This is an optimization exercise on Yosys and OpenROAD, whose aim is small area and a short achievable clock period, not a production implementation. The RTL was checked by simulation tests, not by an equivalence proof against the original design. No activity file was given, so power comes from the tool's default toggle rates.

trial 29:
Design riscv_sc_top, start of the top module:
module riscv_sc_top (
    input         clk,
    input         rst,
    output [31:0] imem_addr,
    input  [31:0] imem_data,
    output        dmem_re,
    output [3:0]  dmem_wmask,
    output [31:0] dmem_addr,
    output [31:0] dmem_wdata,
    input  [31:0] dmem_rdata
);
For scale: roughly 4400 cells after synthesis, ~170 I/O pins, roughly 0.056 sq mm of cells after synthesis.
clock: 11.0 ns
lec_check: 0
cap_margin: 20
core_margin: 2
core_utilization: 60
cts_buf_list: sky130_fd_sc_hd__clkbuf_4
cts_cluster_size: 24
place_density: 0.7
setup_slack_margin: 2.6
slew_margin: 20
synth_hierarchical: 1
tns_end_percent: 5
standard.sh (not shown) runs the stock make flow with config.mk's settings and CLKGATE_MAP_FILE= SYNTH_SCRIPT=/design/flow/synth_recipe.tcl, a recipe that flattens the netlist after the stock synthesis.
==> flow/flow/run.sh <==
#!/bin/bash
# The standard layout, with the port buffers that buffer_ports inserts made
# plain buffers (sky130_fd_sc_hd__buf_2) instead of the default delay cells.
set -e
export BUFFER_PORTS_ARGS="-buffer_cell sky130_fd_sc_hd__buf_2"
bash standard.sh > standard.log 2>&1
The flow did not stop early for trial 29: all stages ran, and the layout cleared the timing, design-rule and antenna checks.
The inputs of build 91 differ from those of trial 29 as listed below.
- a change of CORE_UTILIZATION from 60 to 55
- a change of PLACE_DENSITY from 0.7 to 0.72
- a change of CTS_CLUSTER_SIZE from 24 to 40
## What came out
Build 91: done, clean on timing, DRC and antenna
When build 91 is measured against trial 29, its core utilization turns out 5.3 points lower.
Build 91 vs trial 29, area of combinational cells with multiple inputs went down by 0.83%.
Vias per cell (higher): trial 29
Build 91 vs trial 29: post-place instance area up
Build 91 vs trial 29 — data required time at the worst endpoint dropped 3.11 ns.
Total via count after detailed routing of build 91 falls short of that of trial 29 slightly.
Lower worst setup slack after layout among build 91 and trial 29: trial 29
Cmp build 91 and trial 29 / count of clock-buffer cells in the layout / lower: build 91
Compared with trial 29, build 91 shows die boundary width that has gone up by a few percent.
The worst-path cell with the longest stage delay comes out sky130_fd_sc_hd__a222oi_1 in one run and sky130_fd_sc_hd__nand4_1 in the other, namely in build 91 and trial 29 respectively.

* * *

riscv_sc_top again, from the RTL that the note above started with.
clock: 11.0 ns
lec_check: 0
cap_margin: 20
core_margin: 2
core_utilization: 55
cts_buf_list: sky130_fd_sc_hd__clkbuf_4
cts_cluster_size: 40
place_density: 0.78
setup_slack_margin: 2.6
slew_margin: 20
synth_hierarchical: 1
tns_end_percent: 5
Scripts as last shown in full above: flow/flow/run.sh
Rerun with:
==> flow/run.sh (new file) <==
#!/bin/bash
# synth_recipe.tcl (not shown) runs the flow's synth.tcl, then flattens the netlist and writes it again
# the make line also repeats each setting of config.mk as NAME=value (left out here)
make -C /OpenROAD-flow-scripts/flow DESIGN_CONFIG=/design/flow/config.mk WORK_HOME=/design/flow/orfs CLKGATE_MAP_FILE= SYNTH_SCRIPT=/design/flow/synth_recipe.tcl finish
--- a/flow/config.mk
+++ b/flow/config.mk
@@ -11,4 +11,4 @@
 export CTS_BUF_LIST = sky130_fd_sc_hd__clkbuf_4
-export CTS_CLUSTER_SIZE = 40
-export PLACE_DENSITY = 0.78
+export CTS_CLUSTER_SIZE = 24
+export PLACE_DENSITY = 0.65
 export SETUP_SLACK_MARGIN = 2.6
removed: flow/flow/run.sh
removed: flow/standard.sh
Result: Flip-flop and latch count is unchanged. Via count hardly moves. Wire length went up by 3.8%. Power went up by about 3%. Sequential share of layout area went down by 1.7 points. Clock skew went up by 0.0054 ns. Count of clock-buffer cells in the layout went up by 6. Fmax went down by about 1%. Worst hold slack improves by 0.013 ns. Setup slack degrades by 0.090 ns. Register-to-register slack degrades by 0.05 ns.
Rerun with:
==> flow/flow/run.sh (new file) <==
#!/bin/bash
# The standard layout, with the port buffers that buffer_ports inserts made
# plain buffers (sky130_fd_sc_hd__buf_2) instead of the default delay cells.
set -e
export BUFFER_PORTS_ARGS="-buffer_cell sky130_fd_sc_hd__buf_2"
bash standard.sh > standard.log 2>&1
==> flow/standard.sh (new file) <==
#!/bin/bash
# synth_recipe.tcl (not shown) runs the flow's synth.tcl, then flattens the netlist and writes it again
# the make line also repeats each setting of config.mk as NAME=value (left out here)
make -C /OpenROAD-flow-scripts/flow DESIGN_CONFIG=/design/flow/config.mk WORK_HOME=/design/flow/orfs CLKGATE_MAP_FILE= SYNTH_SCRIPT=/design/flow/synth_recipe.tcl "${@:-finish}"
removed: flow/run.sh
After rerunning: Hold slack hardly moves. First-iteration DRC count went down by about 3%. Critical path depth went up by 1. Final cell count went down by about 0.8%. Worst setup slack improved by 0.13 ns.

* * *

Setup of rev 12:
Another version of the RTL of riscv_sc_top (not shown whole).
Size in the first run: roughly 4500 cells after synthesis, roughly 170 I/O pins, about 0.057 mm^2 of cells after synthesis.
clock: 11.0 ns
lec_check: 0
cap_margin: 20
core_margin: 2
core_utilization: 55
cts_buf_list: sky130_fd_sc_hd__clkbuf_4
cts_cluster_size: 24
place_density: 0.65
setup_slack_margin: 2.6
slew_margin: 20
synth_hierarchical: 1
tns_end_percent: 5
==> flow/flow/run.sh <==
#!/bin/bash
# The standard layout, with the port buffers that buffer_ports inserts made
# plain buffers (sky130_fd_sc_hd__buf_2) instead of the default delay cells.
set -e
export BUFFER_PORTS_ARGS="-buffer_cell sky130_fd_sc_hd__buf_2"
bash standard.sh > standard.log 2>&1
Edits applied to the flow inputs when going from rev 12 to rev 13:
- PLACE_DENSITY: 0.65 -> 0.72
- CTS_CLUSTER_SIZE: 24 -> 40
==> comparison <==
Lower signed area change from the synthesized netlist to the final layout among rev 12 and rev 13: rev 13
Max freq rev 12 -> rev 13: degraded
For clock transition at the register clock pins on the worst setup and hold paths after CTS, rev 12 and rev 13 come out practically identical.
Number of buffers inserted to repair setup after CTS was higher in rev 12 than in rev 13.
On setup slack, the higher figure sits with rev 12, not rev 13.
Post-layout instance area, rev 12 and rev 13, higher one = rev 12.
Diff rev 12 -> rev 13: cell internal power dissipation moved down, clock insertion delay at the later pin of the skew report level, full die area level.

[port drivers added, routing unchanged]
Ports are ideal in the flow. The routed layouts listed here were re-timed in OpenROAD. Step 1 assumes that a clkbuf_16 drives the clock port and a buf_2 every other input. Step 2, shift: input delay + t, output delay - t, t = (earliest + latest rising clock arrival at the registers) / 2. This alone moves slack from input paths to output paths. Three values: ideal, step 1, step 2; two values: the first two.
| run | t (ns) | setup WS [ns] | hold WS [ns] | worst setup path after step 2 | cell pins on the clock port's net |
|---|---|---|---|---|---|
| trial 29 | 1.231 | 2.310 / 2.358 / 1.128 | 0.492 / 0.492 / 0.492 | input to register | 1 |
| build 91 | 1.196 | 2.458 / 2.432 / 1.350 | 0.479 / 0.479 / 0.479 | input to register | 1 |
| the first run of note 2 | 1.264 | 2.342 / 2.313 / 1.370 | 0.482 / 0.482 / 0.482 | input to register | 1 |
| the second run of note 2 | 1.245 | 2.251 / 2.219 / 1.360 | 0.496 / 0.496 / 0.496 | input to register | 1 |
| the third run of note 2 | 1.223 | 2.380 / 2.345 / 1.390 | 0.495 / 0.495 / 0.495 | input to register | 1 |
| rev 12 | 1.214 | 2.359 / 2.336 / 1.341 | 0.577 / 0.577 / 0.577 | input to register | 1 |
| rev 13 | 1.198 | 2.308 / 2.281 / 1.368 | 0.587 / 0.587 / 0.587 | input to register | 1 |
After both steps every run listed still meets setup and hold. The setup slack of trial 29, which loses most, moves by +0.048 ns with the drivers and by -1.182 ns with both steps.
